From an optimization exercise on the open Yosys and OpenROAD flow, aimed at small area and a short achievable clock period; shortcuts taken in it are not production practice. No run shown here included a check of the RTL's function; only the layout flow was run. Power is estimated from default activity; no workload was simulated.

[config.mk]
export PLATFORM = sky130hd
export DESIGN_NAME = FPU_top
export DESIGN_NICKNAME = FPU_top
export VERILOG_FILES = /design/flow/design.v
export SDC_FILE = /design/flow/constraint.sdc
export NUM_CORES = 4
export LEC_CHECK = 0
export ABC_AREA = 1
export CAP_MARGIN = 20
export CORE_MARGIN = 2
export CORE_UTILIZATION = 40
export PLACE_DENSITY = 0.6
export SLEW_MARGIN = 20
[constraint.sdc]
create_clock -name core_clock -period 15.0 [get_ports {i_clk}]
set_input_delay 3.0000 -clock core_clock [delete_from_list [all_inputs] [get_ports {i_clk}]]
set_output_delay 3.0000 -clock core_clock [all_outputs]
set_load 0.01 [all_outputs]
[design.v]
module CLA_4bit (
    input  logic [3:0]  a,
    input  logic [3:0]  b,
    input  logic        cin,
    output logic [3:0]  sum,
    output logic        o_p,
    output logic        o_g
);
    logic [3:0] w_g, w_p;
    logic [3:0] w_c;
    assign w_g = a & b;
    assign w_p = a ^ b;
        assign w_c[0] = cin;
        assign w_c[1] = w_g[0] | (w_p[0] & w_c[0]);
        assign w_c[2] = w_g[1] | (w_p[1] & w_g[0]) | (w_p[1] & w_p[0] & w_c[0]);
        assign w_c[3] = w_g[2] | (w_p[2] & w_g[1]) | (w_p[2] & w_p[1] & w_g[0]) | (w_p[2] & w_p[1] & w_p[0] & w_c[0]);
    assign sum = w_p ^ w_c;
    assign o_p = &w_p;
    assign o_g = w_g[3] | (w_p[3] & w_g[2]) | (w_p[3] & w_p[2] & w_g[1]) | (w_p[3] & w_p[2] & w_p[1] & w_g[0]) | (w_p[3] & w_p[2] & w_p[1] & w_p[0] & w_c[0]);
endmodule
module CLA_8bit(
    input  logic        i_carry,
    input  logic [7:0]  i_data_a,
    input  logic [7:0]  i_data_b,
    output logic [7:0]  o_sum,
    output logic        o_carry
);
    logic [1:0] w_P, w_G;
    logic w_C;
    CLA_4bit CLA_4BIT_UNIT_0 (
        .a      (i_data_a[3:0]),
        .b      (i_data_b[3:0]),
        .cin    (i_carry),
        .sum    (o_sum[3:0]),
        .o_p    (w_P[0]),
        .o_g    (w_G[0])
    );
    assign w_C = w_G[0] | (w_P[0] & i_carry);
    CLA_4bit CLA_4BIT_UNIT_1 (
        .a      (i_data_a[7:4]),
        .b      (i_data_b[7:4]),
        .cin    (w_C),
        .sum    (o_sum[7:4]),
        .o_p    (w_P[1]),
        .o_g    (w_G[1])
    );
    assign o_carry = w_G[1] | (w_P[1] & (w_G[0] | (w_P[0] & i_carry)));
endmodule
module CLA_28bit(
    input logic         i_carry,
    input logic [27:0]  i_data_a,
    input logic [27:0]  i_data_b,
    output logic [27:0] o_sum,
    output logic        o_carry
);
logic [7:0] w_c;
logic [6:0] w_p;
logic [6:0] w_g;
genvar i;
generate
    assign w_c[0] = i_carry;
    CLA_4bit CLA_4BIT_UNIT_0 (
        .a      (i_data_a[3:0]),
        .b      (i_data_b[3:0]),
        .cin    (w_c[0]),
        .sum    (o_sum[3:0]),
        .o_p    (w_p[0]),
        .o_g    (w_g[0])
    );
    assign w_c[1] = w_g[0] | (w_p[0] & w_c[0]);
    for (i = 1; i < 7; i = i + 1) begin : CLA_BLOCK_GEN
        CLA_4bit CLA_4BIT_UNIT_1 (
            .a      (i_data_a[(i*4)+3 : i*4]),
            .b      (i_data_b[(i*4)+3 : i*4]),
            .cin    (w_c[i]),
            .sum    (o_sum[(i*4)+3 : i*4]),
            .o_p    (w_p[i]),
            .o_g    (w_g[i])
        );        
        assign w_c[i+1] = w_g[i] | (w_p[i] & w_c[i]);
    end
endgenerate
assign o_carry = w_c[7];
endmodule
module COMP_2bit(
    input  logic [1:0] i_data_a,
    input  logic [1:0] i_data_b,
    output logic       o_less,
    output logic       o_equal
);
    assign o_less  = ((~(i_data_a[1] | i_data_a[0])) & i_data_b[0]) | (~i_data_a[0] & (i_data_b[1] & i_data_b[0])) | (~i_data_a[1] & i_data_b[1]);
    assign o_equal = ~|(i_data_a ^ i_data_b);
endmodule
module COMP_4bit(
    input  logic [3:0] i_data_a,
    input  logic [3:0] i_data_b,
    output logic       o_less,
    output logic       o_equal
);
    logic w_less_low, w_equal_low;
    logic w_less_high, w_equal_high;
    COMP_2bit u_low (
        .i_data_a (i_data_a[1:0]),
        .i_data_b (i_data_b[1:0]),
        .o_less   (w_less_low),
        .o_equal  (w_equal_low)
    );
    COMP_2bit u_high (
        .i_data_a (i_data_a[3:2]),
        .i_data_b (i_data_b[3:2]),
        .o_less   (w_less_high),
        .o_equal  (w_equal_high)
    );
    assign o_less  = w_less_high | (w_equal_high & w_less_low);
    assign o_equal = w_equal_high & w_equal_low;
endmodule
module COMP_8bit (
    input  logic [7:0] i_data_a,
    input  logic [7:0] i_data_b,
    output logic                 o_less
);
    logic w_less_low, w_equal_low;
    logic w_less_high, w_equal_high;
    COMP_4bit u_low (
        .i_data_a (i_data_a[3:0]),
        .i_data_b (i_data_b[3:0]),
        .o_less   (w_less_low),
        .o_equal  (w_equal_low)
    );
    COMP_4bit u_high (
        .i_data_a (i_data_a[7:4]),
        .i_data_b (i_data_b[7:4]),
        .o_less   (w_less_high),
        .o_equal  (w_equal_high)
    );
    assign o_less = w_less_high | (w_equal_high & w_less_low);
endmodule
module COMP_28bit (
    input  logic [27:0] i_data_a,
    input  logic [27:0] i_data_b,
    output logic                 o_less  
);
    logic w_less_0_0, w_less_0_1, w_less_0_2, w_less_0_3, w_less_0_4, w_less_0_5, w_less_0_6;
    logic w_equal_0_0, w_equal_0_1, w_equal_0_2, w_equal_0_3, w_equal_0_4, w_equal_0_5, w_equal_0_6;
    COMP_4bit u_i_data_0 (
        .i_data_a (i_data_a[3:0]),
        .i_data_b (i_data_b[3:0]),
        .o_less   (w_less_0_0),
        .o_equal  (w_equal_0_0)
    );
    COMP_4bit u_i_data_1 (
        .i_data_a (i_data_a[7:4]),
        .i_data_b (i_data_b[7:4]),
        .o_less   (w_less_0_1),
        .o_equal  (w_equal_0_1)
    );
    COMP_4bit u_i_data_2 (
        .i_data_a (i_data_a[11:8]),
        .i_data_b (i_data_b[11:8]),
        .o_less   (w_less_0_2),
        .o_equal  (w_equal_0_2)
    );
    COMP_4bit u_i_data_3 (
        .i_data_a (i_data_a[15:12]),
        .i_data_b (i_data_b[15:12]),
        .o_less   (w_less_0_3),
        .o_equal  (w_equal_0_3)
    );
    COMP_4bit u_i_data_4 (
        .i_data_a (i_data_a[19:16]),
        .i_data_b (i_data_b[19:16]),
        .o_less   (w_less_0_4),
        .o_equal  (w_equal_0_4)
    );
    COMP_4bit u_i_data_5 (
        .i_data_a (i_data_a[23:20]),
        .i_data_b (i_data_b[23:20]),
        .o_less   (w_less_0_5),
        .o_equal  (w_equal_0_5)
    );
    COMP_4bit u_i_data_6 (
        .i_data_a (i_data_a[27:24]),
        .i_data_b (i_data_b[27:24]),
        .o_less   (w_less_0_6),
        .o_equal  (w_equal_0_6)
    );
    assign o_less = w_less_0_6
                  | (w_equal_0_6 & w_less_0_5)
                  | (w_equal_0_6 & w_equal_0_5 & w_less_0_4)
                  | (w_equal_0_6 & w_equal_0_5 & w_equal_0_4 & w_less_0_3)
                  | (w_equal_0_6 & w_equal_0_5 & w_equal_0_4 & w_equal_0_3 & w_less_0_2)
                  | (w_equal_0_6 & w_equal_0_5 & w_equal_0_4 & w_equal_0_3 & w_equal_0_2 & w_less_0_1)
                  | (w_equal_0_6 & w_equal_0_5 & w_equal_0_4 & w_equal_0_3 & w_equal_0_2 & w_equal_0_1 & w_less_0_0);
endmodule
module EXP_swap (
    input logic [7:0]     i_data_a        ,
    input logic [7:0]     i_data_b        ,
    output logic                    o_compare       ,    
    output logic [7:0]    o_less_data     ,
    output logic [7:0]    o_greater_data  
);
COMP_8bit COMP_LESS_UNIT (
    .i_data_a       (i_data_a),
    .i_data_b       (i_data_b),
    .o_less         (o_compare)
);
always_comb begin
    o_less_data     = (o_compare) ? i_data_a : i_data_b;
    o_greater_data  = (o_compare) ? i_data_b : i_data_a;
end
endmodule
module EXP_sub (
    input logic [7:0]   i_data_a,
    input logic [7:0]   i_data_b,
    output logic [7:0]  o_sub        
);
logic [7:0] w_data_b;
assign w_data_b = ~(i_data_b);
CLA_8bit CLA_8BIT_UNIT (
    .i_carry    (1'b1),
    .i_data_a   (i_data_a),
    .i_data_b   (w_data_b),
    .o_sum      (o_sub),
    .o_carry    ()
);
endmodule
module MAN_swap (
    input logic [23:0]         i_man_a     ,
    input logic [23:0]         i_man_b     ,
    input logic                     i_compare   ,
    output logic [23:0]     o_man_max   ,
    output logic [23:0]     o_man_min   
);
assign o_man_max    = i_compare ? i_man_b : i_man_a;
assign o_man_min    = i_compare ? i_man_a : i_man_b;
endmodule
module MAN_swap_2 (
    input logic [27:0]         i_man_a     ,
    input logic [27:0]         i_man_b     ,
    input logic                     i_compare   ,
    output logic [27:0]     o_man_max   ,
    output logic [27:0]     o_man_min   
);
assign o_man_max    = i_compare ? i_man_b : i_man_a;
assign o_man_min    = i_compare ? i_man_a : i_man_b;
endmodule
module SHF_right_28bit (
    input  logic [4:0] i_shift_number,
    input  logic [27:0]  i_data, 
    output logic [27:0]  o_data
);
localparam  SIZE_SHIFT = 5 ;
localparam  SIZE_DATA  = 28;
    logic [SIZE_DATA-1:0] stage [SIZE_SHIFT:0];
    assign stage[0] = i_data;
    genvar i;
    generate
        for (i = 0; i < SIZE_SHIFT; i++) begin : GEN_SHIFT
            localparam SHIFT_AMT = (1 << i);
            always_comb begin
                if (i_shift_number[i])
                    stage[i+1] = { {SHIFT_AMT{1'b0}}, stage[i][SIZE_DATA-1:SHIFT_AMT] };
                else
                    stage[i+1] = stage[i];
            end
        end
    endgenerate
    assign o_data = stage[SIZE_SHIFT];
endmodule
module SHF_left_28bit (
    input  logic [4:0] i_shift_number,
    input  logic [27:0]  i_data, 
    output logic [27:0]  o_data
);
localparam  SIZE_DATA  = 28;
localparam  SIZE_SHIFT = 5 ;
    logic [SIZE_DATA-1:0] stage [SIZE_SHIFT:0];
    assign stage[0] = i_data;
    genvar i;
    generate
        for (i = 0; i < SIZE_SHIFT; i++) begin : GEN_SHIFT
            localparam SHIFT_AMT = (1 << i);
            always_comb begin
                if (i_shift_number[i])
                    stage[i+1] = { stage[i][SIZE_DATA-1-SHIFT_AMT:0], {SHIFT_AMT{1'b0}} };
                else
                    stage[i+1] = stage[i];
            end
        end
    endgenerate
    assign o_data = stage[SIZE_SHIFT];
endmodule
module SIGN_unit (
    input logic             i_add_sub       ,
    input logic             i_comp_man      ,
    input logic             i_sign_man_a    ,
    input logic             i_sign_man_b    ,
    output logic            o_sign_s        
);
assign o_sign_s = (~i_add_sub & i_sign_man_b & i_comp_man) | (i_add_sub & ~i_sign_man_b & i_comp_man) | (i_sign_man_a & ~i_comp_man);
endmodule
module MAN_ALU #(
    parameter NUM_OP    = 1 
)(
    input logic [NUM_OP-1:0]    i_fpu_op        ,
    input logic                 i_sign_a        ,
    input logic                 i_sign_b        ,
    input logic [27:0]  i_man_max       ,
    input logic [27:0]  i_man_min       ,
    output logic [27:0] o_man_alu       ,
    output logic                o_overflow       
);
logic w_i_carry;
logic [27:0] w_n_man_b;
logic [27:0] w_i_man_b;
logic w_overflow;
assign w_i_carry = i_fpu_op ? ~(i_sign_a ^ i_sign_b) : (i_sign_a ^ i_sign_b);
assign w_n_man_b = ~(i_man_min);
assign w_i_man_b = w_i_carry ? w_n_man_b : i_man_min;
CLA_28bit ALU_SUB_UNIT (
    .i_carry        (w_i_carry),
    .i_data_a       (i_man_max),
    .i_data_b       (w_i_man_b),
    .o_sum          (o_man_alu),
    .o_carry        (w_overflow)
);
assign o_overflow = w_i_carry ? 1'b0 : w_overflow;
endmodule
module LOPD_4bit(
    input logic [3:0]       i_data  ,
    output logic [1:0]      o_pos_one,
    output logic            o_zero_flag
);
assign o_zero_flag = ~(i_data[3]|i_data[2]|(i_data[1]|i_data[0])) ;
assign o_pos_one[1] = (i_data[0] | i_data[1])&(~i_data[2])&(~i_data[3]);
assign o_pos_one[0] = ((~i_data[3])&i_data[2]) | ((~i_data[3])&(~i_data[1])&(i_data[0]));
endmodule
module LOPD_8bit(
    input logic [7:0]       i_data  ,
    output logic [2:0]      o_pos_one,
    output logic            o_zero_flag
);
logic w_zero_flag_0;
logic [1:0] w_pos_one_0;
LOPD_4bit LOPD_4bit_unit_0 (
    .i_data         (i_data[3:0]),
    .o_pos_one      (w_pos_one_0),
    .o_zero_flag    (w_zero_flag_0)
);
logic w_zero_flag_1;
logic [1:0] w_pos_one_1;
LOPD_4bit LOPD_4bit_unit_1 (
    .i_data         (i_data[7:4]),
    .o_pos_one      (w_pos_one_1),
    .o_zero_flag    (w_zero_flag_1)
);
logic [2:0] w_o_pos_one;
assign o_zero_flag = w_zero_flag_0 & w_zero_flag_1;
assign w_o_pos_one[2] = w_zero_flag_1;
assign w_o_pos_one[1] = w_zero_flag_1 ? w_pos_one_0[1] : w_pos_one_1[1];
assign w_o_pos_one[0] = w_zero_flag_1 ? w_pos_one_0[0] : w_pos_one_1[0];
assign o_pos_one = o_zero_flag ? '0 : w_o_pos_one;
endmodule
module LOPD_16bit(
    input logic [15:0]       i_data  ,
    output logic [3:0]      o_pos_one,
    output logic            o_zero_flag
);
logic [2:0]         w_pos_one_0;  
logic               w_zero_flag_0;
LOPD_8bit LOPD_8bit_unit_0(
    .i_data         (i_data[7:0]),
    .o_pos_one      (w_pos_one_0),
    .o_zero_flag    (w_zero_flag_0)
);
logic [2:0]         w_pos_one_1;  
logic               w_zero_flag_1;
LOPD_8bit LOPD_8bit_unit_1(
    .i_data         (i_data[15:8]),
    .o_pos_one      (w_pos_one_1),
    .o_zero_flag    (w_zero_flag_1)
);
logic [3:0] w_o_pos_one;
assign o_zero_flag = w_zero_flag_0 & w_zero_flag_1;
assign w_o_pos_one[3] = w_zero_flag_1;
assign w_o_pos_one[2] = w_zero_flag_1 ? w_pos_one_0[2] : w_pos_one_1[2];
assign w_o_pos_one[1] = w_zero_flag_1 ? w_pos_one_0[1] : w_pos_one_1[1];
assign w_o_pos_one[0] = w_zero_flag_1 ? w_pos_one_0[0] : w_pos_one_1[0];
assign o_pos_one = o_zero_flag ? '0 : w_o_pos_one;
endmodule
module LOPD_24bit (
    input logic [23:0]     i_data          ,
    output logic [4:0]    o_one_position  ,
    output logic                    o_zero_flag      
);
logic [15:0]     LOPD16_i_data;
assign LOPD16_i_data = i_data[23:8];
logic [3:0]      LOPD16_o_pos_one;
logic            LOPD16_o_zero_flag;
LOPD_16bit LOPD_16bit_UNIT_MSB (
    .i_data             (LOPD16_i_data),
    .o_pos_one          (LOPD16_o_pos_one),
    .o_zero_flag        (LOPD16_o_zero_flag)
);
logic [7:0]      LOPD8_i_data;
assign LOPD8_i_data = i_data[7:0];
logic [2:0]      LOPD8_o_pos_one;
logic            LOPD8_o_zero_flag;
LOPD_8bit LOPD_8bit_UNIT_LSB (
    .i_data             (LOPD8_i_data),
    .o_pos_one          (LOPD8_o_pos_one),
    .o_zero_flag        (LOPD8_o_zero_flag)
);
logic [4:0]        w_o_one_position;
assign o_zero_flag         = LOPD16_o_zero_flag & LOPD8_o_zero_flag;
assign w_o_one_position[4] = LOPD16_o_zero_flag;
assign w_o_one_position[3] = LOPD16_o_zero_flag ? 1'b0               : LOPD16_o_pos_one[3];
assign w_o_one_position[2] = LOPD16_o_zero_flag ? LOPD8_o_pos_one[2] : LOPD16_o_pos_one[2];
assign w_o_one_position[1] = LOPD16_o_zero_flag ? LOPD8_o_pos_one[1] : LOPD16_o_pos_one[1];
assign w_o_one_position[0] = LOPD16_o_zero_flag ? LOPD8_o_pos_one[0] : LOPD16_o_pos_one[0];
assign o_one_position = o_zero_flag ? 5'b11111 : w_o_one_position;
endmodule
module EXP_adjust (
    input  logic                    i_overflow  ,
    input  logic                    i_underflow ,
    input  logic                    i_zero_flag ,
    input  logic [7:0]    i_lopd_value,
    input  logic [7:0]     i_exp_value ,
    output logic [7:0]     o_exp_result
);
logic [7:0] w_exp_result;
logic w_i_carry;
assign w_i_carry = ~(i_overflow | i_underflow);
logic [7:0] w_data_b;
assign w_data_b = i_overflow ? 8'b0000_0001 : (i_underflow ? '0 : ~(i_lopd_value));
CLA_8bit CLA_8BIT_UNIT (
    .i_carry    (w_i_carry),
    .i_data_a   (i_exp_value),
    .i_data_b   (w_data_b),
    .o_sum      (w_exp_result),
    .o_carry    ()
);
assign o_exp_result = i_zero_flag ? 8'h00 : w_exp_result;
endmodule
module NORMALIZATION_unit (
    input logic                     i_overflow      ,
    input logic                     i_zero_flag     ,
    input logic [4:0]     i_one_position  ,
    input logic [27:0]     i_mantissa      ,
    output logic [27:0]    o_mantissa       
);
logic [27:0] w_shift_left;
SHF_left_28bit  SHF_left_28bit_unit (
    .i_shift_number     (i_one_position),
    .i_data             (i_mantissa), 
    .o_data             (w_shift_left)
);
assign o_mantissa = i_zero_flag ? '0 : (i_overflow ? {1'b1, i_mantissa[27:1]} : (~i_mantissa[27] ? w_shift_left : i_mantissa) );
endmodule
module RND_add (
    input logic [23:0]     i_data  ,
    input logic                     i_carry ,
    output logic [23:0]    o_data  ,
    output logic                    o_carry  
);
    logic [23:0] w_carry;
    assign w_carry[0] = i_carry;
    genvar i;
    generate
        for (i = 1; i < 24; i++) begin : proc_propage_one
            assign w_carry[i] = (&i_data[i-1:0]) & w_carry[0];
        end
    endgenerate
    assign o_data = i_data ^ w_carry;
    assign o_carry = (&i_data) & w_carry[0];
endmodule
module ROUNDING_unit (
    input logic [27:0]          i_man           ,
    output logic [23:0]  o_man_result    ,
    output logic                        o_ov_flow       
);
localparam SIZE_MAN          = 28;
localparam SIZE_MAN_RESULT   = 24;
logic [SIZE_MAN_RESULT-1:0] w_man_temp;
assign w_man_temp = i_man[SIZE_MAN-1:SIZE_MAN-SIZE_MAN_RESULT];
logic w_guard_bit, w_round_bit, w_sticky_bit;
assign w_guard_bit = i_man[3];
assign w_round_bit = i_man[2];
assign w_sticky_bit= i_man[1] | i_man[0];
logic w_rounding_result;
assign w_rounding_result = (w_guard_bit & w_round_bit) | (w_round_bit & w_sticky_bit);
RND_add  INCREASE_ROUNDING (
    .i_data         (w_man_temp),
    .i_carry        (w_rounding_result),
    .o_data         (o_man_result),
    .o_carry        (o_ov_flow) 
);
endmodule
module PSC_unit(
    input logic                     i_add_sub   ,
    input logic                     i_sign_a    ,
    input logic [7:0]               i_exp_a     ,
    input logic [23:0]              i_man_a     ,
    input logic                     i_sign_b    ,
    input logic [7:0]               i_exp_b     ,
    input logic [23:0]              i_man_b     ,
    output logic                    o_sel_exp   ,
    output logic [1:0]              o_sel_man    
);
logic w_E_one_A, w_E_one_B;
logic w_M_zero_A, w_M_zero_B;
assign w_E_one_A    = &i_exp_a;
assign w_E_one_B    = &i_exp_b;
assign w_M_zero_A   = ~|i_man_a[22:0];
assign w_M_zero_B   = ~|i_man_b[22:0];
assign o_sel_exp = (~i_sign_b & w_E_one_B & ~w_M_zero_B) | (~i_sign_a & w_E_one_A & ~w_M_zero_A) | (w_E_one_A & w_M_zero_A & w_E_one_B & w_M_zero_B);
assign o_sel_man[1] = (~i_sign_b & w_E_one_B & ~w_M_zero_B) | (~i_sign_a & w_E_one_A & ~w_M_zero_A & ~i_sign_b) | (~i_add_sub & ~i_sign_a & w_E_one_A & ~w_M_zero_A & ~w_M_zero_B) | (~i_add_sub & ~i_sign_a & w_E_one_A & w_E_one_B & w_M_zero_B) | (~i_sign_a & w_E_one_A & ~w_M_zero_A & w_E_one_B) | (~i_sign_a & w_E_one_A & ~i_sign_b & w_E_one_B) | (i_add_sub & i_sign_a & w_E_one_A & w_M_zero_A & i_sign_b & w_E_one_B & w_M_zero_B);
assign o_sel_man[0] = (~i_add_sub & ~i_sign_a & w_E_one_A & w_M_zero_A & ~i_sign_b & w_E_one_B & w_M_zero_B) | (~i_add_sub & i_sign_a & w_E_one_A & w_M_zero_A & i_sign_b & w_E_one_B & w_M_zero_B) | (i_add_sub & ~i_sign_a & w_E_one_A & w_M_zero_A & i_sign_b & w_E_one_B & w_M_zero_B) | (i_add_sub & i_sign_a & w_E_one_A & w_M_zero_A & ~i_sign_b & w_E_one_B & w_M_zero_B);
endmodule
module FPU_unit #(
    parameter NUM_OP    = 1
)(
    input logic [NUM_OP-1:0]    i_add_sub       ,
    input logic [31:0]          i_32_a          ,
    input logic [31:0]          i_32_b          ,
    output logic [31:0]         o_32_s          ,
    output logic                o_ov_flag       ,
    output logic                o_un_flag        
);
logic w_sign_a, w_sign_b;
logic [7:0] w_exponent_a, w_exponent_b;
logic [23:0] w_mantissa_a, w_mantissa_b;
assign w_sign_a = i_32_a[31];
assign w_sign_b = i_32_b[31];
assign w_exponent_a = i_32_a[30:23];
assign w_exponent_b = i_32_b[30:23]; 
assign w_mantissa_a = {1'b1, i_32_a[22:0]};
assign w_mantissa_b = {1'b1, i_32_b[22:0]};
logic w_sign_result;
logic [7:0] w_exponent_result;
logic [23:0] w_mantissa_result;
logic w_EXPSWAP_compare;
logic [7:0] w_EXPSWAP_max, w_EXPSWAP_min;
logic [7:0] w_EXPSUB_diff_value;
logic [23:0] w_MAN_SWAP1_max, w_MAN_SWAP1_min;
logic [27:0] w_MAN_SHF_RIGHT_min, w_MAN_SHF_RIGHT_max;
logic w_MAN_COMP_28BIT_less;
logic w_MAN_PRE_SWAP_BY_MAN_compara;
logic [27:0] w_MAN_PRE_SWAP_BY_MAN_max,      w_MAN_PRE_SWAP_BY_MAN_min;
logic [27:0] w_MAN_ALU_man;
logic        w_MAN_ALU_overflow;
logic [4:0] w_LOPD_24BIT_one_position;
logic       w_LOPD_24BIT_zero_flag;
logic [7:0] w_EXP_ADJUST_result;
logic [27:0] w_NORMALIZATION_man;
logic [23:0] w_ROUNDING_man;
logic        w_ROUNDING_ov_flow;
logic                    PSC_o_sel_exp;
logic [1:0]              PSC_o_sel_man;
EXP_swap EXP_SWAP_UNIT (
    .i_data_a           (w_exponent_a),
    .i_data_b           (w_exponent_b),
    .o_compare          (w_EXPSWAP_compare),    
    .o_less_data        (w_EXPSWAP_min),
    .o_greater_data     (w_EXPSWAP_max) 
);
EXP_sub  EXP_SUB_UNIT(
    .i_data_a           (w_EXPSWAP_max),
    .i_data_b           (w_EXPSWAP_min),
    .o_sub              (w_EXPSUB_diff_value)
);
 MAN_swap MAN_PRE_SWAP_BY_EXPONENT_UNIT (
    .i_man_a            (w_mantissa_a),
    .i_man_b            (w_mantissa_b),
    .i_compare          (w_EXPSWAP_compare),
    .o_man_max          (w_MAN_SWAP1_max),
    .o_man_min          (w_MAN_SWAP1_min)
);
assign w_MAN_SHF_RIGHT_max = {w_MAN_SWAP1_max, 4'b0};
SHF_right_28bit  SHF_RIGHT_28BIT_UNIT (
    .i_shift_number     (w_EXPSUB_diff_value[4:0]),
    .i_data             ({w_MAN_SWAP1_min, 4'b0}), 
    .o_data             (w_MAN_SHF_RIGHT_min)
);
COMP_28bit MAN_COMP_28BIT_UNIT (
    .i_data_a           (w_MAN_SHF_RIGHT_max),
    .i_data_b           (w_MAN_SHF_RIGHT_min),
    .o_less             (w_MAN_COMP_28BIT_less)
);
assign w_MAN_PRE_SWAP_BY_MAN_compara = w_MAN_COMP_28BIT_less;
MAN_swap_2  MAN_PRE_SWAP_BY_MAN_UNIT (
    .i_man_a            (w_MAN_SHF_RIGHT_max),   
    .i_man_b            (w_MAN_SHF_RIGHT_min),   
    .i_compare          (w_MAN_PRE_SWAP_BY_MAN_compara),
    .o_man_max          (w_MAN_PRE_SWAP_BY_MAN_max),
    .o_man_min          (w_MAN_PRE_SWAP_BY_MAN_min)
);
SIGN_unit SIGN_OUT(
    .i_add_sub       (i_add_sub),
    .i_comp_man      (w_MAN_COMP_28BIT_less | w_EXPSWAP_compare),
    .i_sign_man_a    (w_sign_a),
    .i_sign_man_b    (w_sign_b),
    .o_sign_s        (w_sign_result) 
);
MAN_ALU #(
    .NUM_OP         (NUM_OP)
) MAN_ALU_UNIT (
    .i_fpu_op           (i_add_sub),
    .i_sign_a           (w_sign_a),
    .i_sign_b           (w_sign_b),
    .i_man_max          (w_MAN_PRE_SWAP_BY_MAN_max),
    .i_man_min          (w_MAN_PRE_SWAP_BY_MAN_min),
    .o_man_alu          (w_MAN_ALU_man),
    .o_overflow         (w_MAN_ALU_overflow)
);
LOPD_24bit LOPD_24BIT_UNIT (
    .i_data             (w_MAN_ALU_man[27:4]),
    .o_one_position     (w_LOPD_24BIT_one_position),
    .o_zero_flag        (w_LOPD_24BIT_zero_flag)
);
EXP_adjust EXP_ADJUST_UNIT (
    .i_overflow         (o_ov_flag),
    .i_underflow        (w_MAN_ALU_man[27]),
    .i_zero_flag        (w_LOPD_24BIT_zero_flag),
    .i_lopd_value       ({3'b0, w_LOPD_24BIT_one_position}),
    .i_exp_value        (w_EXPSWAP_max),
    .o_exp_result       (w_EXP_ADJUST_result)
);
NORMALIZATION_unit NORMALIZATION_UNIT (
    .i_overflow         (w_MAN_ALU_overflow),
    .i_zero_flag        (w_LOPD_24BIT_zero_flag),
    .i_one_position     (w_LOPD_24BIT_one_position),
    .i_mantissa         (w_MAN_ALU_man),
    .o_mantissa         (w_NORMALIZATION_man) 
);
ROUNDING_unit ROUNDING_UNIT (
    .i_man              (w_NORMALIZATION_man),
    .o_man_result       (w_ROUNDING_man),
    .o_ov_flow          (w_ROUNDING_ov_flow)
);
PSC_unit PSC_UNIT(
    .i_add_sub          (i_add_sub),
    .i_sign_a           (w_sign_a),
    .i_exp_a            (w_exponent_a),
    .i_man_a            (w_mantissa_a),
    .i_sign_b           (w_sign_b),
    .i_exp_b            (w_exponent_b),
    .i_man_b            (w_mantissa_b),
    .o_sel_exp          (PSC_o_sel_exp),
    .o_sel_man          (PSC_o_sel_man) 
);
assign w_exponent_result = PSC_o_sel_exp ? 8'hFF : w_EXP_ADJUST_result; 
Mux_4_to_1 SEL_MANTISSA_FOR_RESULT (
    .i_sel          (PSC_o_sel_man),
    .i_data_00      (w_ROUNDING_man),
    .i_data_01      (24'h000000),
    .i_data_10      (24'h000001),
    .i_data_11      (w_ROUNDING_man),
    .o_data         (w_mantissa_result) 
);
assign o_32_s = {w_sign_result, w_exponent_result, w_mantissa_result[22:0]};
assign o_ov_flag = w_MAN_ALU_overflow | w_ROUNDING_ov_flow;
assign o_un_flag = ~w_MAN_ALU_man[27];
endmodule
module Mux_4_to_1 (
    input logic [1:0]               i_sel    ,
    input logic [23:0]     i_data_00,
    input logic [23:0]     i_data_01,
    input logic [23:0]     i_data_10,
    input logic [23:0]     i_data_11,
    output logic [23:0]    o_data    
);
logic [23:0] w_o_data;
always_comb begin : proc_mux_4_to_1
    case (i_sel)
        2'b00: 
            w_o_data = i_data_00;
        2'b01:
            w_o_data = i_data_01;
        2'b10:
            w_o_data = i_data_10;
        2'b11:
            w_o_data = i_data_11; 
        default: 
            w_o_data = i_data_00;
    endcase
end
assign o_data = w_o_data;
endmodule
module FPU_top  #(
    parameter NUM_OP    = 1
)(
    input logic                 i_clk           ,
    input logic                 i_rst_n         ,
    input logic [NUM_OP-1:0]    i_add_sub       ,
    input logic [31:0]          i_32_a          ,
    input logic [31:0]          i_32_b          ,
    output logic [31:0]         o_32_s          ,
    output logic                o_ov_flag       ,
    output logic                o_un_flag
);
logic        w_sa, w_sb, w_sbe, w_eff_sub;
logic [7:0]  w_ea, w_eb;
logic [22:0] w_fa, w_fb;
logic [4:0]  w_dab;
logic [4:0]  w_dba;
logic        w_exp_lt;
logic [4:0]  w_shamt;
logic        w_sh0, w_f_lt, w_f_gt, w_swap2, w_sign, w_near;
logic [7:0]  w_emax;
logic [22:0] w_big, w_small;
logic        w_sel_exp;
logic [1:0]  w_sel_man;
assign w_sa = i_32_a[31];
assign w_sb = i_32_b[31];
assign w_ea = i_32_a[30:23];
assign w_eb = i_32_b[30:23];
assign w_fa = i_32_a[22:0];
assign w_fb = i_32_b[22:0];
assign w_sbe     = w_sb ^ i_add_sub[0];
assign w_eff_sub = w_sa ^ w_sbe;
assign w_dab    = w_ea[4:0] - w_eb[4:0];
assign w_dba    = w_eb[4:0] - w_ea[4:0];
assign w_shamt  = w_exp_lt ? w_dba : w_dab;
logic [7:0] w_e_gt [3:0];
logic [7:0] w_e_lt [3:0];
assign w_e_gt[0] = w_ea & ~w_eb;
assign w_e_lt[0] = ~w_ea & w_eb;
genvar gi;
generate
    for (gi = 0; gi < 3; gi++) begin : GEN_ECMP
        for (genvar gj = 0; gj < (4 >> gi); gj++) begin : GEN_ECMP_NODE
            assign w_e_gt[gi+1][gj] = w_e_gt[gi][2*gj+1] | (~w_e_lt[gi][2*gj+1] & w_e_gt[gi][2*gj]);
            assign w_e_lt[gi+1][gj] = w_e_lt[gi][2*gj+1] | (~w_e_gt[gi][2*gj+1] & w_e_lt[gi][2*gj]);
        end
        assign w_e_gt[gi+1][7:(4 >> gi)] = '0;
        assign w_e_lt[gi+1][7:(4 >> gi)] = '0;
    end
endgenerate
assign w_exp_lt = w_e_lt[3][0];
assign w_emax   = w_exp_lt ? w_eb : w_ea;
assign w_sh0    = (w_ea[4:0] == w_eb[4:0]);
assign w_f_lt   = w_fa < w_fb;
assign w_f_gt   = w_fb < w_fa;
assign w_big    = w_exp_lt ? w_fb : w_fa;
assign w_small  = w_exp_lt ? w_fa : w_fb;
assign w_swap2  = w_eff_sub & w_sh0 & (w_exp_lt ? w_f_gt : w_f_lt);
assign w_sign   = (w_exp_lt | (w_sh0 & w_f_lt)) ? w_sbe : w_sa;
assign w_near   = w_eff_sub & ((w_dab == 5'd0) | (w_exp_lt ? (w_dab == 5'd31) : (w_dab == 5'd1)));
PSC_unit PSC_UNIT(
    .i_add_sub          (i_add_sub[0]),
    .i_sign_a           (w_sa),
    .i_exp_a            (w_ea),
    .i_man_a            ({1'b1, w_fa}),
    .i_sign_b           (w_sb),
    .i_exp_b            (w_eb),
    .i_man_b            ({1'b1, w_fb}),
    .o_sel_exp          (w_sel_exp),
    .o_sel_man          (w_sel_man)
);
logic [22:0] r_big, r_small;
logic [4:0]  r_shamt;
logic [7:0]  r_emax;
logic        r_sign, r_eff_sub, r_swap2, r_near, r_sh0n, r_sel_exp;
logic [1:0]  r_sel_man;
always_ff @( posedge i_clk ) begin
    r_big       <= w_big;
    r_small     <= w_small;
    r_shamt     <= w_shamt;
    r_emax      <= w_emax;
    r_sign      <= w_sign;
    r_eff_sub   <= w_eff_sub;
    r_swap2     <= w_swap2;
    r_near      <= w_near;
    r_sh0n      <= ~w_shamt[0];
    r_sel_exp   <= w_sel_exp;
    r_sel_man   <= w_sel_man;
end
logic [27:0] w_A, w_Bf;
logic [27:0] w_sh [5:0];
logic [27:0] w_Rf, w_Nf;
logic        w_coutf, w_ovf, w_zerof, w_rndf, w_rnd_ovf;
logic [7:0]  w_expf;
assign w_A = {1'b1, r_big, 4'b0};
assign w_sh[0] = {1'b1, r_small, 4'b0} ^ {28{r_eff_sub}};
generate
    for (gi = 0; gi < 5; gi++) begin : GEN_RSHIFT
        assign w_sh[gi+1] = r_shamt[gi] ? {{(1<<gi){r_eff_sub}}, w_sh[gi][27:(1<<gi)]} : w_sh[gi];
    end
endgenerate
logic [27:0] w_Bn;
assign w_Bn = r_sh0n ? {1'b1, r_small, 4'b0} : {1'b0, 1'b1, r_small, 3'b0};
assign w_Bf = r_near ? ~w_Bn : w_sh[5];
logic [27:0] w_Sf;
assign {w_coutf, w_Sf} = {1'b0, w_A} + {1'b0, w_Bf} + {28'd0, r_eff_sub & ~r_swap2};
assign w_Rf = w_Sf ^ {28{r_swap2}};
assign w_ovf   = ~r_eff_sub & w_coutf;
assign w_zerof = ~|w_Rf[27:4];
assign w_Nf = w_ovf ? {1'b1, w_Rf[27:1]} : (w_Rf[27] ? w_Rf : {w_Rf[26:0], 1'b0});
assign w_rndf    = ~w_zerof & w_Nf[2] & (w_Nf[3] | w_Nf[1] | w_Nf[0]);
assign w_rnd_ovf = w_rndf & (&w_Nf[27:4]);
always_comb begin
    if (w_zerof)                  w_expf = 8'h00;
    else if (w_ovf | w_rnd_ovf)   w_expf = r_emax + 8'd1;
    else if (w_Rf[27])            w_expf = r_emax;
    else                          w_expf = r_emax - 8'd1;
end
logic [27:0] w_Rn, w_Nn;
logic [4:0]  w_lz;
logic        w_zeron;
logic [7:0]  w_expn;
assign w_Rn = w_Rf;
logic [31:0] w_lzd_in;
assign w_lzd_in = {w_Rn[27:4], 8'hFF};
logic [15:0] w_v1;  logic [15:0] w_p1;
logic [7:0]  w_v2;  logic [1:0]  w_p2 [7:0];
logic [3:0]  w_v3;  logic [2:0]  w_p3 [3:0];
logic [1:0]  w_v4;  logic [3:0]  w_p4 [1:0];
generate
    for (gi = 0; gi < 16; gi++) begin : GEN_LZ1
        assign w_v1[gi] = w_lzd_in[2*gi+1] | w_lzd_in[2*gi];
        assign w_p1[gi] = ~w_lzd_in[2*gi+1];
    end
    for (gi = 0; gi < 8; gi++) begin : GEN_LZ2
        assign w_v2[gi] = w_v1[2*gi+1] | w_v1[2*gi];
        assign w_p2[gi] = w_v1[2*gi+1] ? {1'b0, w_p1[2*gi+1]} : {1'b1, w_p1[2*gi]};
    end
    for (gi = 0; gi < 4; gi++) begin : GEN_LZ3
        assign w_v3[gi] = w_v2[2*gi+1] | w_v2[2*gi];
        assign w_p3[gi] = w_v2[2*gi+1] ? {1'b0, w_p2[2*gi+1]} : {1'b1, w_p2[2*gi]};
    end
    for (gi = 0; gi < 2; gi++) begin : GEN_LZ4
        assign w_v4[gi] = w_v3[2*gi+1] | w_v3[2*gi];
        assign w_p4[gi] = w_v3[2*gi+1] ? {1'b0, w_p3[2*gi+1]} : {1'b1, w_p3[2*gi]};
    end
endgenerate
assign w_lz    = w_v4[1] ? {1'b0, w_p4[1]} : {1'b1, w_p4[0]};
assign w_zeron = ~|w_Rn[27:4];
logic [27:0] w_ls [5:0];
assign w_ls[5] = w_Rn;
generate
    for (gi = 4; gi >= 0; gi--) begin : GEN_LSHIFT
        assign w_ls[gi] = w_lz[gi] ? {w_ls[gi+1][27-(1<<gi):0], {(1<<gi){1'b0}}} : w_ls[gi+1];
    end
endgenerate
assign w_Nn = w_ovf ? {1'b1, w_Rn[27:1]} : w_ls[0];
assign w_expn = w_zeron ? 8'h00 : (r_emax - {3'b0, w_lz});
logic [22:0] w_man_pre;
logic        w_rnd_sel, w_ov_flag, w_un_flag;
logic [7:0]  w_exp;
always_comb begin
    case (r_sel_man)
        2'b01:   begin w_man_pre = 23'd0; w_rnd_sel = 1'b0;  end
        2'b10:   begin w_man_pre = 23'd1; w_rnd_sel = 1'b0;  end
        default: begin
            w_man_pre = w_Nn[26:4];
            w_rnd_sel = ~r_near & w_rndf;
        end
    endcase
end
assign w_exp     = r_sel_exp ? 8'hFF : (r_near ? w_expn : w_expf);
assign w_ov_flag = ~r_near & (w_ovf | w_rnd_ovf);
assign w_un_flag = r_near ? ~w_Rn[27] : ~w_Rf[27];
logic        q_sign, q_rnd;
logic [7:0]  q_exp;
logic [22:0] q_man;
always_ff @( posedge i_clk or negedge i_rst_n ) begin
    if(~i_rst_n) begin
        q_sign              <= '0;
        q_exp               <= '0;
        q_man               <= '0;
        q_rnd               <= '0;
        o_ov_flag           <= '0;
        o_un_flag           <= '0;
    end else begin
        q_sign              <= r_sign;
        q_exp               <= w_exp;
        q_man               <= w_man_pre;
        q_rnd               <= w_rnd_sel;
        o_ov_flag           <= w_ov_flag;
        o_un_flag           <= w_un_flag;
    end
end
logic [22:0] w_pa [5:0];
assign w_pa[0] = q_man;
generate
    for (gi = 0; gi < 5; gi++) begin : GEN_PAND
        for (genvar gj = 0; gj < 23; gj++) begin : GEN_PAND_BIT
            if (gj >= (1 << gi))
                assign w_pa[gi+1][gj] = w_pa[gi][gj] & w_pa[gi][gj - (1 << gi)];
            else
                assign w_pa[gi+1][gj] = w_pa[gi][gj];
        end
    end
endgenerate
logic [22:0] w_inc;
assign w_inc = {w_pa[5][21:0], 1'b1} & {23{q_rnd}};
assign o_32_s = {q_sign, q_exp, q_man ^ w_inc};
endmodule
[flow/run.sh]
#!/bin/bash
set -euo pipefail
bash standard.sh SETUP_SLACK_MARGIN=9.3 "BUFFER_PORTS_ARGS=-buffer_cell sky130_fd_sc_hd__buf_2" finish > standard_flow.log 2>&1
[standard.sh]
#!/bin/bash
# synth_recipe.tcl (not shown) runs the flow's synth.tcl, then flattens the netlist and writes it again
# the make line also repeats each setting of config.mk as NAME=value (left out here)
make -C /OpenROAD-flow-scripts/flow DESIGN_CONFIG=/design/flow/config.mk WORK_HOME=/design/flow/orfs CLKGATE_MAP_FILE= SYNTH_SCRIPT=/design/flow/synth_recipe.tcl "${@:-finish}"
==> results of run 1 <==
==> final cells by class <==
class,count,area share
inverter,237,0.06441
clock buffer,11,0.01690
timing repair inverter,7,0.003262
clock inverter,5,0.003095
tap,384,0.03212
timing repair buffer,254,0.1256
multi-input combinational,1519,0.6053
sequential,102,0.1494
==> registers in the layout, summed over array words and instances (netlist names), 2 cells and up <==
name,cells
q_man,23
r_big,23
r_small,23
q_exp,8
r_emax,8
r_shamt,5
r_sel_man,2
==> cells by family after synthesis <==
logic type / synth area share
mux: 0.0008636
flops: 0.1913
compound gates: 0.1601
simple gates: 0.4075
buf+inv: 0.1087
xor+xnor: 0.04976
fa+ha+maj: 0.08182
==> synth_stat cells (3+ instances only) <==
cell type,count,area (sq um)
o221ai_1,8,70.07
a221oi_1,13,113.9
ha_1,71,888.4
nand2_1,490,1839
buf_6,4,45.04
nand3_1,325,1627
nand2_4,3,33.78
nor4_1,11,68.82
o21a_1,5,37.54
a21boi_0,3,22.52
o22ai_1,6,37.54
nor2_4,4,45.04
inv_2,16,60.06
and2_1,3,18.77
clkbuf_1,42,157.7
xor2_1,49,429.2
o21ai_1,8,40.04
o211ai_1,25,187.7
dfxtp_1,67,1341
nor2_2,5,31.28
buf_4,7,52.55
a31oi_1,15,93.84
o21ai_0,120,600.6
nand3b_1,17,127.6
nor2_1,129,484.2
nand2_2,18,112.6
nand4_1,28,175.2
nor3_1,13,65.06
a21oi_1,101,505.5
buf_2,17,85.08
buf_1,8,30.03
dfrtp_1,35,875.8
nand3_2,5,50.05
fa_1,3,60.06
inv_1,218,818.3
xnor2_1,15,131.4
clkinv_1,3,11.26
==> per-layer routing <==
layer  share of wire  track usage  vias to the layer above
met3           0.098      0.06890                      106
met5               0            0                        -
met1            0.44       0.3863                     6467
met4           0.034      0.09629                        0
li1                -            -                     6883
met2            0.43       0.4385                      752
==> final timing paths <==
kind                       cells after the start      start  slack, ps         end
setup / recovery                              23      q_rnd       9060  o_32_s[22]
hold / removal                                 0     r_sign        330      q_sign
setup reg to reg                              37  r_eff_sub       9470    q_exp[7]
hold reg to reg                                0     r_sign        330      q_sign
max in group asynchronous                      1    i_rst_n      11750    q_man[1]
min in group asynchronous                      1    i_rst_n       2720   q_man[17]
==> worst register-to-register path: cells and delay by family, from the launching register on <==
| family | cells | cell delay, ps |
|---|---|---|
| buf+inv | 7 | 900 |
| compound gates | 7 | 1490 |
| fa+ha+maj | 2 | 670 |
| simple gates | 21 | 1970 |
| flops | 1 | 380 |
==> what timing repair did <==
item | in CTS | in global routing
endpoints found under the setup margin | 41 | 45
pin swaps | 33 | 93
resized for setup | 103 | 206
setup buffers | 71 | 72
gates cloned | 6 | 6
==> where the power goes <==
part | leakage, nW | switching [mW] | internal (mW)
clock | 0.149 | 0.111 | 0.125
sequential | 0.967 | 0.0767 | 0.354
combinational | 6.30 | 1.74 | 0.996
==> metrics.md, run 1 <==
| Metric | Value |
|---|---|
| Total wire length | 45880 um |
| Synth async-reset ratio | 0.3431 |
| Syn avg cell area | 5.993 sq um |
| Share of the core filled with cells | 0.5226 |
| RSZ-0062 raised after global routing | yes |
| Initial antenna violation count | 0 |
| Drc violations | 0 |
| Finish-stage setup viols | 0 |
| Critical Path AT | 2940 ps |
| Vias per Instance | 5.640 |
| Die span in y | 174.2 um |
| Clock Skew | 12.25 ps |
| Fraction of layout cells with a size suffix above 1 | 0.2417 |
| Placed wire-length estimate | 33830 um |
| Reg area | 2235 sq um |
| CTS clk-pin slew, worst paths | 80 ps |
| Unique cell type count in the Yosys netlist | 56 |
| Via Count | 14210 |
| Post-Syn Area | 11590 sq um |
| Critical-path top delay cell | dfrtp_1 |
| Worst-Margin Slew | 822.8 ps |
| Area of the multi-input gates | 9054 sq um |
| Post-route setup TNS | 0 ps |
| Violation count after the first detailed-route iteration | 1613 |
| RD Place Congestion | 0.9981 |
| Fmax | 0.1684 GHz |
| Yosys reg bits | 102 |
| Final Cycle Share | 0.3959 |
| Die width | 174.2 um |
| Num ports | 101 |
| Overall die area | 30360 sq um |
| Post-DRT Antenna Nets | 0 |
| Most common cell after layout, fill and taps aside | nand2_1 |
| Peak VDD IR | 110.7 uV |
| Initial Util | 0.4049 |
| Final Hold Slack | 329.3 ps |
| Clk latency of the worst-skew pair | 360 ps |
| Area growth syn-to-layout | 29.05% |
| Ys flop type | dfxtp_1 |
| H-tree depth | 3 |
| Final Hold Viols | 0 |
| Slew Limit Fails | 0 |
| Post-synth EDFFs | 0 |
| Gr ovfl total | 0 |
| Status | no timing/DRC/antenna violations |
| Diodes inserted | 0 |
| Max-cap viol count | 0 |
| Finished Layout Cells | 2519 |
| CTS buffer count | 9 |
| Total core area | 28630 sq um |
| Sink Count | 102 |
| CP Buf/Inv Count | 7 |
| Setup CP Type | flop to primary output |
| Wire per inst | 18.21 um |
| CTS tree | yes |
| Cell count after placement | 2348 |
| Mapped Nets | 2075 |
| Relative slew slack | 0.4514 |
| Hold Path Class | flop to flop |
| Seq/Total Area, Yosys | 0.1913 |
| Final net count | 2271 |
| Startpoint Class | flop |
| Fillers | 2905 |
| Leakage | 7.416 nW |
| All-layer global routing usage | 0.2839 |
| Pin count of the biggest net entering global routing | 85 |
| Cells along the critical path | nand4_1, nor2_2, inv_1, nor2_2, inv_2, nor2_4, inv_2, nor2_4, inv_2, nor2_4, and2_4, nand3_4, inv_2, nand2_2, nor2_4, nand2_2, inv_2, nand3_4, nor2_4, nand2_2, nor2_2, xor2_1, buf_2 |
| Crit. End Element | primary output |
| CTS Buffer Depth | 2 |
| Synth Instances | 1934 |
| Port bufs | 100 |
| Overall power | 3.401 mW |
| CP top delay family | simple AND/OR/NAND/NOR gates |
| Most frequent cells in the layout | nand2_1, nand3_1, inv_1, buf_4, nor2_1 |
| Final instance area | 14960 sq um |
| First-pass GRT wire length | 68500 um |
| CP required | 12000 ps |
| Power per standard cell area | 227.4 nW/um^2 |
| Root Driver | clkbuf_16 |
| Cell Area, Placed | 12280 sq um |
| Row count | 62 |
| YS warnings | 9 |
| Vias in the first global route | 12670 |
| Hold_buf cts | 0 |
| Final setup margin | 9061 ps |
| Router iterations before antenna repair | 9 |
| CP peak stage delay | 350 ps |
| Maximum net fanout on the critical path | 3 |
| Final min period | 5939 ps |
| Dpl ws | 6930 ps |
==> inputs of run 2 (changes only) <==
==> flow/run.sh (replaced) <==
#!/bin/bash
set -euo pipefail
bash standard.sh SETUP_SLACK_MARGIN=8.7 "BUFFER_PORTS_ARGS=-buffer_cell sky130_fd_sc_hd__buf_2" finish > standard_flow.log 2>&1
==> run 2 against run 1 <==
Die area stayed put. Cell area is 10% lower. Setup slack worse by 280 ps. Critical path type unchanged.
==> metrics.md, run 2 <==
| Metric | Value |
|---|---|
| Gr ovfl total | 0 (unchanged) |
| Startpoint Class | flop (unchanged) |
| Maximum net fanout on the critical path | 2 (was 3) |
| Drc violations | 0 (unchanged) |
| Finished Layout Cells | 2432 (was 2519) |
| Mapped Nets | 2075 (unchanged) |
| P_sw | 1.787 mW (was 1.926 mW) |
| Synth Instances | 1934 (unchanged) |
| Worst-Margin Slew | 905.7 ps (was 822.8 ps) |
| Overall die area | 30360 sq um (unchanged) |
| Clk latency of the worst-skew pair | 360 ps (about the same) |
| Fraction of layout cells with a size suffix above 1 | 0.1494 (was 0.2417) |
| Xor/xnor share of the synthesized area | 0.04976 (unchanged) |
| Critical Path AT | 3220 ps (was 2940 ps) |
| Fillers | 3091 (was 2905) |
| Final Cycle Share | 0.4146 (was 0.3959) |
| Via Count | 13620 (was 14210) |
| Unique cell type count in the Yosys netlist | 56 (unchanged) |
| Pin count of the biggest net entering global routing | 86 (was 85) |
| Simple-Gate Fraction of Synth Area | 0.4075 (unchanged) |
| Cell count after placement | 2352 (was 2348) |
| Power per standard cell area | 227.3 nW/um^2 (was 227.4 nW/um^2) |
| CTS Buffer Depth | 2 (unchanged) |
| Cells along the critical path | nand4_1, buf_4, buf_4, buf_4, buf_6, buf_6, buf_4, buf_4, buf_4, buf_4, buf_6, buf_6, buf_4, buf_6, buf_6, buf_6, buf_6, buf_6, buf_6, xor2_2, buf_2 (was nand4_1, nor2_2, inv_1, nor2_2, inv_2, nor2_4, inv_2, nor2_4, inv_2, nor2_4, and2_4, nand3_4, inv_2, nand2_2, nor2_4, nand2_2, inv_2, nand3_4, nor2_4, nand2_2, nor2_2, xor2_1, buf_2) |
| Crit-path most repeated cell | buf_6 |
| Final min period | 6220 ps (was 5939 ps) |
| Finish-stage setup viols | 0 (unchanged) |
| H-tree depth | 3 (unchanged) |
| Synth top cells by count | nand2_1, nand3_1, inv_1 (unchanged) |
| Ys flop type | dfxtp_1 (unchanged) |
| Area of the multi-input gates | 8401 sq um (was 9054 sq um) |
| RSZ-0062 raised after global routing | no (was yes) |
| Reg area | 2225 sq um (was 2235 sq um) |
| CTS buffer count | 9 (unchanged) |
| Root Driver | clkbuf_16 (unchanged) |
| Placed wire-length estimate | 35680 um (was 33830 um) |
| CTS tree | yes (unchanged) |
| CP Buf/Inv Count | 19 (was 7) |
| Yosys reg bits | 102 (unchanged) |
| Sink Count | 102 (unchanged) |
| Slew Limit Fails | 0 (unchanged) |
| Final Hold Viols | 0 (unchanged) |
| Clock Skew | 9.865 ps (was 12.25 ps) |
| Post-synthesis compound-gate area fraction | 0.1601 (unchanged) |
| Relative slew slack | 0.3955 (was 0.4514) |
| Peak VDD IR | 98.54 uV (was 110.7 uV) |
| Hold_buf cts | 0 (unchanged) |
| Total wire length | 45680 um (was 45880 um) |
| Initial Util | 0.4049 (unchanged) |
| Violation count after the first detailed-route iteration | 1261 (was 1613) |
| First-pass GRT wire length | 70090 um (was 68500 um) |
| Internal | 1.273 mW (was 1.475 mW) |
| Setup CP Type | flop to primary output (unchanged) |
| Clock power share | 0.076 (was 0.069) |
| Comb pwr share | 0.787 (was 0.804) |
| Post-Syn Area | 11590 sq um (unchanged) |
| Fmax | 0.1608 GHz (was 0.1684 GHz) |
| Num ports | 101 (unchanged) |
| Leakage | 6.751 nW (was 7.416 nW) |
| Yosys top cell area share | 0.1587 (unchanged) |
| Post-DRT Antenna Nets | 0 (unchanged) |
| Count leader, synth | nand2_1 (unchanged) |
| Status | no timing/DRC/antenna violations (unchanged) |
| Mux contribution to synthesized area | 0.0008636 (unchanged) |
| Crit. End Element | primary output (unchanged) |
| CTS clk-pin slew, worst paths | 80 ps (about the same) |
| Row count | 62 (unchanged) |
| Synth Area in Adders | 0.08182 (unchanged) |
| Final net count | 2184 (was 2271) |
| Router iterations before antenna repair | 6 (was 9) |
| CP top delay family | buffers and inverters (was simple AND/OR/NAND/NOR gates) |
| Initial antenna violation count | 0 (unchanged) |
| Largest family of logic cells by synthesized area | simple AND/OR/NAND/NOR gates (unchanged) |
| Synth async-reset ratio | 0.3431 (unchanged) |
| Die width | 174.2 um (unchanged) |
| All-layer global routing usage | 0.2930 (was 0.2839) |
| RD Place Congestion | 0.9765 (was 0.9981) |
| Die span in y | 174.2 um (unchanged) |
| Area growth syn-to-layout | 16.17% (was 29.05%) |
| Top cells by area, synth | nand2_1, nand3_1, dfxtp_1, ha_1, dfrtp_1 (unchanged) |
| Wire per inst | 18.78 um (was 18.21 um) |
| Seq pwr share | 0.137 (was 0.127) |
| YS warnings | 9 (unchanged) |
| Most frequent cells in the layout | nand2_1, nand3_1, inv_1, nor2_1, o21ai_0 (was nand2_1, nand3_1, inv_1, buf_4, nor2_1) |
| Critical-path top delay cell | dfrtp_1 (unchanged) |
| Post-synth EDFFs | 0 (unchanged) |
| CP required | 12000 ps (about the same) |
| Total core area | 28630 sq um (unchanged) |
| Seq/Total Area, Yosys | 0.1913 (unchanged) |
| Top flop regs | q_man: 23 flops, r_big: 23 flops, r_small: 23 flops (unchanged) |
| Cell taking the most area after synthesis | nand2_1 (unchanged) |
| Diodes inserted | 0 (unchanged) |
| Max-cap viol count | 0 (unchanged) |
| CP peak stage delay | 370 ps (was 350 ps) |
| Hold Path Class | flop to flop (unchanged) |
| Syn avg cell area | 5.993 sq um (unchanged) |
| Most common cell after layout, fill and taps aside | nand2_1 (unchanged) |
| Switching Share | 0.5841 (was 0.5664) |
| Vias per Instance | 5.600 (was 5.640) |
| Port bufs | 100 (unchanged) |
| Post-route setup TNS | 0 ps (unchanged) |
| Vias in the first global route | 12770 (was 12670) |
run 2: final cells by class:
cell class                 count  share of cell area
timing repair buffer         170             0.08298
sequential                   102              0.1652
multi-input combinational   1519              0.6239
timing repair inverter         4            0.001673
clock inverter                 7            0.004832
tap                          384             0.03568
clock buffer                   9             0.01673
inverter                     237             0.06904
run 2: per-stage QoR:
step | worst slack [ps] | hold WS (ps) | instance area (sq um) | total power, mW | util
floorplan | 9153 | 316.3 | 11590 | 1.985 | -
global placement | 7088 | 319.5 | 12290 | 2.604 | 0.4295
detailed placement | 7004 | 333.0 | 12290 | 2.590 | 0.4295
CTS | 8704 | 344.4 | 13000 | 2.893 | 0.4540
global route | 8678 | 359.1 | 13470 | 3.330 | 0.4704
finish | 8780 | 344.9 | 13470 | 3.060 | 0.4704
run 2: path summary, 6_finish.rpt:
check / start / end / slack, ps / cells after the start
worst max-delay path: q_rnd / o_32_s[3] / 8780 / 21
worst min-delay path: r_sign / q_sign / 340 / 0
worst max register to register: r_eff_sub / q_exp[7] / 9110 / 33
worst min register to register: r_sign / q_sign / 340 / 0
max in group asynchronous: i_rst_n / q_exp[0] / 11760 / 1
min in group asynchronous: i_rst_n / q_man[18] / 2710 / 1
run 2: layer usage:
metal,track usage,wire [um],vias to the layer above
li1,-,-,6699
met1,0.4210,21110,6248
met2,0.4382,19150,596
met4,0.08964,1353,0
met3,0.05971,4071,77
met5,0,0,-
run 2: logic make-up after synthesis:
kind of cell               count (synthesis)
AOI/OAI and AO/OA                        321
xor gates and xnor gates                  65
adders and majority gates                 74
buffers and inverters                    315
DFF                                      102
muxes                                      1
and+or+nand+nor                         1056
run 2: worst reg2reg max path, delay by kind of cell, from the launching register on:
kind | cells | cell delay, ps
buffers and inverters | 4 | 560
and+or+nand+nor | 15 | 1840
DFF | 1 | 390
AOI/OAI and AO/OA | 11 | 2100
xor gates and xnor gates | 1 | 210
adders and majority gates | 2 | 680
run 2: power groups by stage:
stage                     logic [mW]  clock network (mW)  registers [mW]
after floorplan                 1.59                   0           0.399
after global placement          2.19                   0           0.417
after detailed placement        2.17                   0           0.418
after CTS                       2.24               0.238           0.412
after global routing            2.66               0.248           0.427
final                           2.41               0.231           0.419
run 2: timing repair:
action | in CTS | in global routing
setup buffers | 34 | 23
endpoints found under the hold margin | 0 | 0
pin swaps | 10 | 19
setup endpoints to repair | 38 | 47
gates resized for setup | 45 | 66
gates cloned | 3 | 4
==> inputs of run 3 (changes only) <==
--- a/design.v
+++ b/design.v
@@ -762,5 +762,5 @@
 logic [4:0]  r_shamt;
 logic [7:0]  r_emax;
-logic        r_sign, r_eff_sub, r_swap2, r_near, r_sh0n, r_sel_exp;
+logic        r_sign, r_eff_sub, r_swap2, r_near, r_sel_exp;
 logic [1:0]  r_sel_man;
 always_ff @( posedge i_clk ) begin
@@ -773,5 +773,4 @@
     r_swap2     <= w_swap2;
     r_near      <= w_near;
-    r_sh0n      <= ~w_shamt[0];
     r_sel_exp   <= w_sel_exp;
     r_sel_man   <= w_sel_man;
@@ -789,10 +788,6 @@
     end
 endgenerate
-logic [27:0] w_Bn;
-assign w_Bn = r_sh0n ? {1'b1, r_small, 4'b0} : {1'b0, 1'b1, r_small, 3'b0};
-assign w_Bf = r_near ? ~w_Bn : w_sh[5];
-logic [27:0] w_Sf;
-assign {w_coutf, w_Sf} = {1'b0, w_A} + {1'b0, w_Bf} + {28'd0, r_eff_sub & ~r_swap2};
-assign w_Rf = w_Sf ^ {28{r_swap2}};
+assign w_Bf = w_sh[5];
+PFX_add #(.N(28)) FAR_ADD (.i_a(w_A), .i_b(w_Bf), .i_cin(r_eff_sub), .o_sum(w_Rf), .o_cout(w_coutf));
 assign w_ovf   = ~r_eff_sub & w_coutf;
 assign w_zerof = ~|w_Rf[27:4];
@@ -806,9 +801,10 @@
     else                          w_expf = r_emax - 8'd1;
 end
-logic [27:0] w_Rn, w_Nn;
+logic [27:0] w_Sn, w_Rn, w_Nn;
 logic [4:0]  w_lz;
 logic        w_zeron;
 logic [7:0]  w_expn;
-assign w_Rn = w_Rf;
+PFX_add #(.N(28)) NEAR_ADD (.i_a(w_A), .i_b(w_sh[1]), .i_cin(~r_swap2), .o_sum(w_Sn), .o_cout());
+assign w_Rn = w_Sn ^ {28{r_swap2}};
 logic [31:0] w_lzd_in;
 assign w_lzd_in = {w_Rn[27:4], 8'hFF};
@@ -844,5 +840,5 @@
     end
 endgenerate
-assign w_Nn = w_ovf ? {1'b1, w_Rn[27:1]} : w_ls[0];
+assign w_Nn = w_ls[0];
 assign w_expn = w_zeron ? 8'h00 : (r_emax - {3'b0, w_lz});
 logic [22:0] w_man_pre;
@@ -854,5 +850,5 @@
         2'b10:   begin w_man_pre = 23'd1; w_rnd_sel = 1'b0;  end
         default: begin
-            w_man_pre = w_Nn[26:4];
+            w_man_pre = r_near ? w_Nn[26:4] : w_Nf[26:4];
             w_rnd_sel = ~r_near & w_rndf;
         end
@@ -898,2 +894,36 @@
 assign o_32_s = {q_sign, q_exp, q_man ^ w_inc};
 endmodule
+module PFX_add #(
+    parameter N = 28
+)(
+    input  logic [N-1:0] i_a,
+    input  logic [N-1:0] i_b,
+    input  logic         i_cin,
+    output logic [N-1:0] o_sum,
+    output logic         o_cout
+);
+    localparam L = $clog2(N);
+    logic [N-1:0] w_p0;
+    logic [N-1:0] w_g [L:0];
+    logic [N-1:0] w_p [L:0];
+    assign w_p0   = i_a ^ i_b;
+    assign w_g[0] = (i_a & i_b) | {{(N-1){1'b0}}, w_p0[0] & i_cin};
+    assign w_p[0] = w_p0;
+    genvar k, i;
+    generate
+        for (k = 0; k < L; k++) begin : GEN_LVL
+            for (i = 0; i < N; i++) begin : GEN_BIT
+                if ((i >> k) & 1) begin : GEN_CMB
+                    localparam int J = ((i >> k) << k) - 1;
+                    assign w_g[k+1][i] = w_g[k][i] | (w_p[k][i] & w_g[k][J]);
+                    assign w_p[k+1][i] = w_p[k][i] & w_p[k][J];
+                end else begin : GEN_PASS
+                    assign w_g[k+1][i] = w_g[k][i];
+                    assign w_p[k+1][i] = w_p[k][i];
+                end
+            end
+        end
+    endgenerate
+    assign o_sum  = w_p0 ^ {w_g[L][N-2:0], i_cin};
+    assign o_cout = w_g[L][N-1];
+endmodule
==> flow/run.sh (replaced) <==
#!/bin/bash
set -euo pipefail
bash standard.sh SETUP_SLACK_MARGIN=9 "BUFFER_PORTS_ARGS=-buffer_cell sky130_fd_sc_hd__buf_2" finish > standard_flow.log 2>&1
==> run 3 against run 2 <==
Flip-flop and latch count down 1. Clock skew up 2.2 ps. Die area up 8.2%. Global-route usage down 3.9 points. Cell area up 9.5%. Largest power group unchanged.
==> metrics.md, run 3 <==
| Metric | Value |
|---|---|
| Reg area | 2200 sq um (was 2225 sq um) |
| CP top delay family | simple AND/OR/NAND/NOR gates (was buffers and inverters) |
| RD Place Congestion | 0.9395 (was 0.9765) |
| Worst r2r src | r_eff_sub (unchanged) |
| YS warnings | 20 (was 9) |
| Hold_buf cts | 0 (unchanged) |
| Fmax | 0.1554 GHz (was 0.1608 GHz) |
| Critical Path AT | 3430 ps (was 3220 ps) |
| Area growth syn-to-layout | 17.41% (was 16.17%) |
| Wire per inst | 16.10 um (was 18.78 um) |
| Cell count after placement | 2574 (was 2352) |
| CP Buf/Inv Count | 13 (was 19) |
| First-pass GRT wire length | 67030 um (was 70090 um) |
| Initial Util | 0.4085 (was 0.4049) |
| Final min period | 6434 ps (was 6220 ps) |
| Num ports | 101 (unchanged) |
| Post-Syn Area | 12560 sq um (was 11590 sq um) |
| Worst-Margin Slew | 900.1 ps (was 905.7 ps) |
| Placed wire-length estimate | 33320 um (was 35680 um) |
| R2r endpoint | q_exp[6] (was q_exp[7]) |
| Most common cell after layout, fill and taps aside | nand2_1 (unchanged) |
| Drc violations | 0 (unchanged) |
| Mapped Nets | 2320 (was 2075) |
| Area of the multi-input gates | 9171 sq um (was 8401 sq um) |
| Final net count | 2456 (was 2184) |
| Count leader, synth | nand2_1 (unchanged) |
| CTS clk-pin slew, worst paths | 70 ps (was 80 ps) |
| Sink Count | 101 (was 102) |
| Flop2flop setup slack | 9390 ps (was 9110 ps) |
| Cell Area, Placed | 13200 sq um (was 12290 sq um) |
| Crit-path most repeated cell | inv_2 (was buf_6) |
| Total wire length | 43270 um (was 45680 um) |
| Final Hold Viols | 0 (unchanged) |
| Final Cycle Share | 0.4289 (was 0.4146) |
| Clock Skew | 12.03 ps (was 9.865 ps) |
| Overall power | 2.687 mW (was 3.060 mW) |
| Initial antenna violation count | 0 (unchanged) |
| Top cells by area, synth | nand2_1, nand3_1, dfxtp_1, ha_1, inv_1 (was nand2_1, nand3_1, dfxtp_1, ha_1, dfrtp_1) |
| Root Driver | clkbuf_16 (unchanged) |
| Port bufs | 100 (unchanged) |
| Finished Layout Cells | 2688 (was 2432) |
| Seq/Total Area, Yosys | 0.1749 (was 0.1913) |
| Via Count | 14220 (was 13620) |
| Post-synth EDFFs | 0 (unchanged) |
| CP required | 12000 ps (about the same) |
| Overall die area | 32840 sq um (was 30360 sq um) |
| Crit. End Element | primary output (unchanged) |
| WHS Endpoint | q_sign (unchanged) |
| Fillers | 3336 (was 3091) |
| Die span in y | 181.2 um (was 174.2 um) |
| CTS tree | yes (unchanged) |
| Total core area | 30750 sq um (was 28630 sq um) |
| Diodes inserted | 0 (unchanged) |
| Syn avg cell area | 5.840 sq um (was 5.993 sq um) |
| Fraction of layout cells with a size suffix above 1 | 0.1457 (was 0.1494) |
| HP Start | r_sign (unchanged) |
| Synth async-reset ratio | 0.3465 (was 0.3431) |
| Startpoint Class | flop (unchanged) |
| H-tree depth | 3 (unchanged) |
| CTS Buffer Depth | 2 (unchanged) |
| Gr ovfl total | 0 (unchanged) |
| Hold Path Class | flop to flop (unchanged) |
| Die width | 181.2 um (was 174.2 um) |
| Post-route setup TNS | 0 ps (unchanged) |
| Cell taking the most area after synthesis | nand2_1 (unchanged) |
| Finish-stage setup viols | 0 (unchanged) |
| Maximum net fanout on the critical path | 3 (was 2) |
| Top flop regs | q_man: 23 flops, r_big: 23 flops, r_small: 23 flops (unchanged) |
| Cell count of the worst reg-to-reg path | 31 (was 33) |
| Clk latency of the worst-skew pair | 370 ps (was 360 ps) |
| Unique cell type count in the Yosys netlist | 58 (was 56) |
| Vias per Instance | 5.291 (was 5.600) |
| Post-DRT Antenna Nets | 0 (unchanged) |
| Relative slew slack | 0.3991 (was 0.3955) |
| Router iterations before antenna repair | 5 (was 6) |
| Critical-path top delay cell | dfrtp_1 (unchanged) |
| Row count | 64 (was 62) |
| Leakage | 7.873 nW (was 6.751 nW) |
| Power per standard cell area | 182.2 nW/um^2 (was 227.3 nW/um^2) |
| CP peak stage delay | 360 ps (was 370 ps) |
| Hold Path Stages | 0 (unchanged) |
| Vias in the first global route | 13080 (was 12770) |
| Peak VDD IR | 74.85 uV (was 98.54 uV) |
| Synth Instances | 2151 (was 1934) |
| Yosys top cell area share | 0.1853 (was 0.1587) |
| Slew Limit Fails | 0 (unchanged) |
| All-layer global routing usage | 0.2543 (was 0.2930) |
| Yosys reg bits | 101 (was 102) |
| CTS buffer count | 9 (unchanged) |
| RSZ-0062 raised after global routing | yes (was no) |
| Synth top cells by count | nand2_1, nand3_1, inv_1 (unchanged) |
| Status | no timing/DRC/antenna violations (unchanged) |
| Violation count after the first detailed-route iteration | 1125 (was 1261) |
| Ys flop type | dfxtp_1 (unchanged) |
| Setup CP Type | flop to primary output (unchanged) |
| Max-cap viol count | 0 (unchanged) |
| Most frequent cells in the layout | nand2_1, nand3_1, inv_1, nor2_1, o21ai_0 (unchanged) |
| Pin count of the biggest net entering global routing | 97 (was 86) |
| Final instance area | 14750 sq um (was 13470 sq um) |
run 3: cell count changes in the layout (fill, tap and decap cells not counted), sizes merged, moves of 9 or more:
cell and change:
nand2 +128, inv +51, nor2 +51, a21oi -41, o21ai +36, buf +29
ha +22, nand3 -17, or2 +14, o211ai -13, a221oi -10, nand3b -10
a31oi -9
run 3: cells by family (layout without fill, tap and decap cells):
family | Yosys count | after routing | synth area share
flops | 101 | 101 | 0.1749
fa+ha+maj | 102 | 102 | 0.1070
xor+xnor | 62 | 62 | 0.04382
simple gates | 1231 | 1235 | 0.4287
compound gates | 284 | 284 | 0.1257
buf+inv | 371 | 508 | 0.1199
run 3: layout make-up:
cell class                 instances  area share
clock inverter                     5    0.003987
inverter                         290     0.07618
timing repair buffer             199     0.09764
tap                              396     0.03359
clock buffer                      11     0.01646
sequential                       101      0.1491
multi-input combinational       1683      0.6218
timing repair inverter             3    0.001188
run 3: worst reg2reg max path: cells and delay by family, from the launching register on:
kind | cells | cell delay [ps]
flip-flops | 1 | 360
AO/OA/AOI/OAI | 6 | 1070
buffers and inverters | 4 | 530
adder cells (fa/ha/maj) | 4 | 1380
XOR/XNOR | 1 | 230
AND/OR/NAND/NOR | 16 | 1940
run 3: per-stage QoR:
| stage | setup WS (ps) | hold WS, ps | utilization |
|---|---|---|---|
| 2_1_floorplan | 9026 | 316.3 | - |
| 3_3_place_gp | 8044 | 323.4 | 0.4292 |
| 3_5_place_dp | 7903 | 325.4 | 0.4294 |
| 4_1_cts | 8594 | 335.6 | 0.4589 |
| 5_1_grt | 8233 | 349.6 | 0.4797 |
| 6_report | 8566 | 335.0 | 0.4797 |
run 3: repair_timing:
action / 4_1_cts / 5_1_grt
cloned: 2 / 6
buffers inserted: 60 / 30
resized for setup: 42 / 95
setup endpoints to repair: 23 / 22
pin swaps: 15 / 24
run 3: worst max-delay path by stage:
| stage | start | to | depth (start not counted) |
|---|---|---|---|
| after global routing | q_rnd | o_32_s[20] | 32 |
| after global placement | r_eff_sub | q_exp[6] | 32 |
| after CTS | q_man[0] | o_32_s[3] | 24 |
| after floorplan | q_man[1] | o_32_s[22] | 31 |
| after detailed placement | r_eff_sub | q_exp[6] | 32 |
| final | q_rnd | o_32_s[20] | 32 |
run 3: where the power goes:
group          internal [mW]  switching, mW
combinational          0.698           1.34
sequential             0.345         0.0666
clock                  0.134          0.105
total                   1.18           1.51
run 3: per-layer routing:
metal	vias to the layer above	wire length, um	track usage
li1	7262	-	-
met1	6438	19620	0.3378
met2	451	20140	0.4287
met3	70	2279	0.02762
met4	0	1218	0.08650
met5	-	0	0
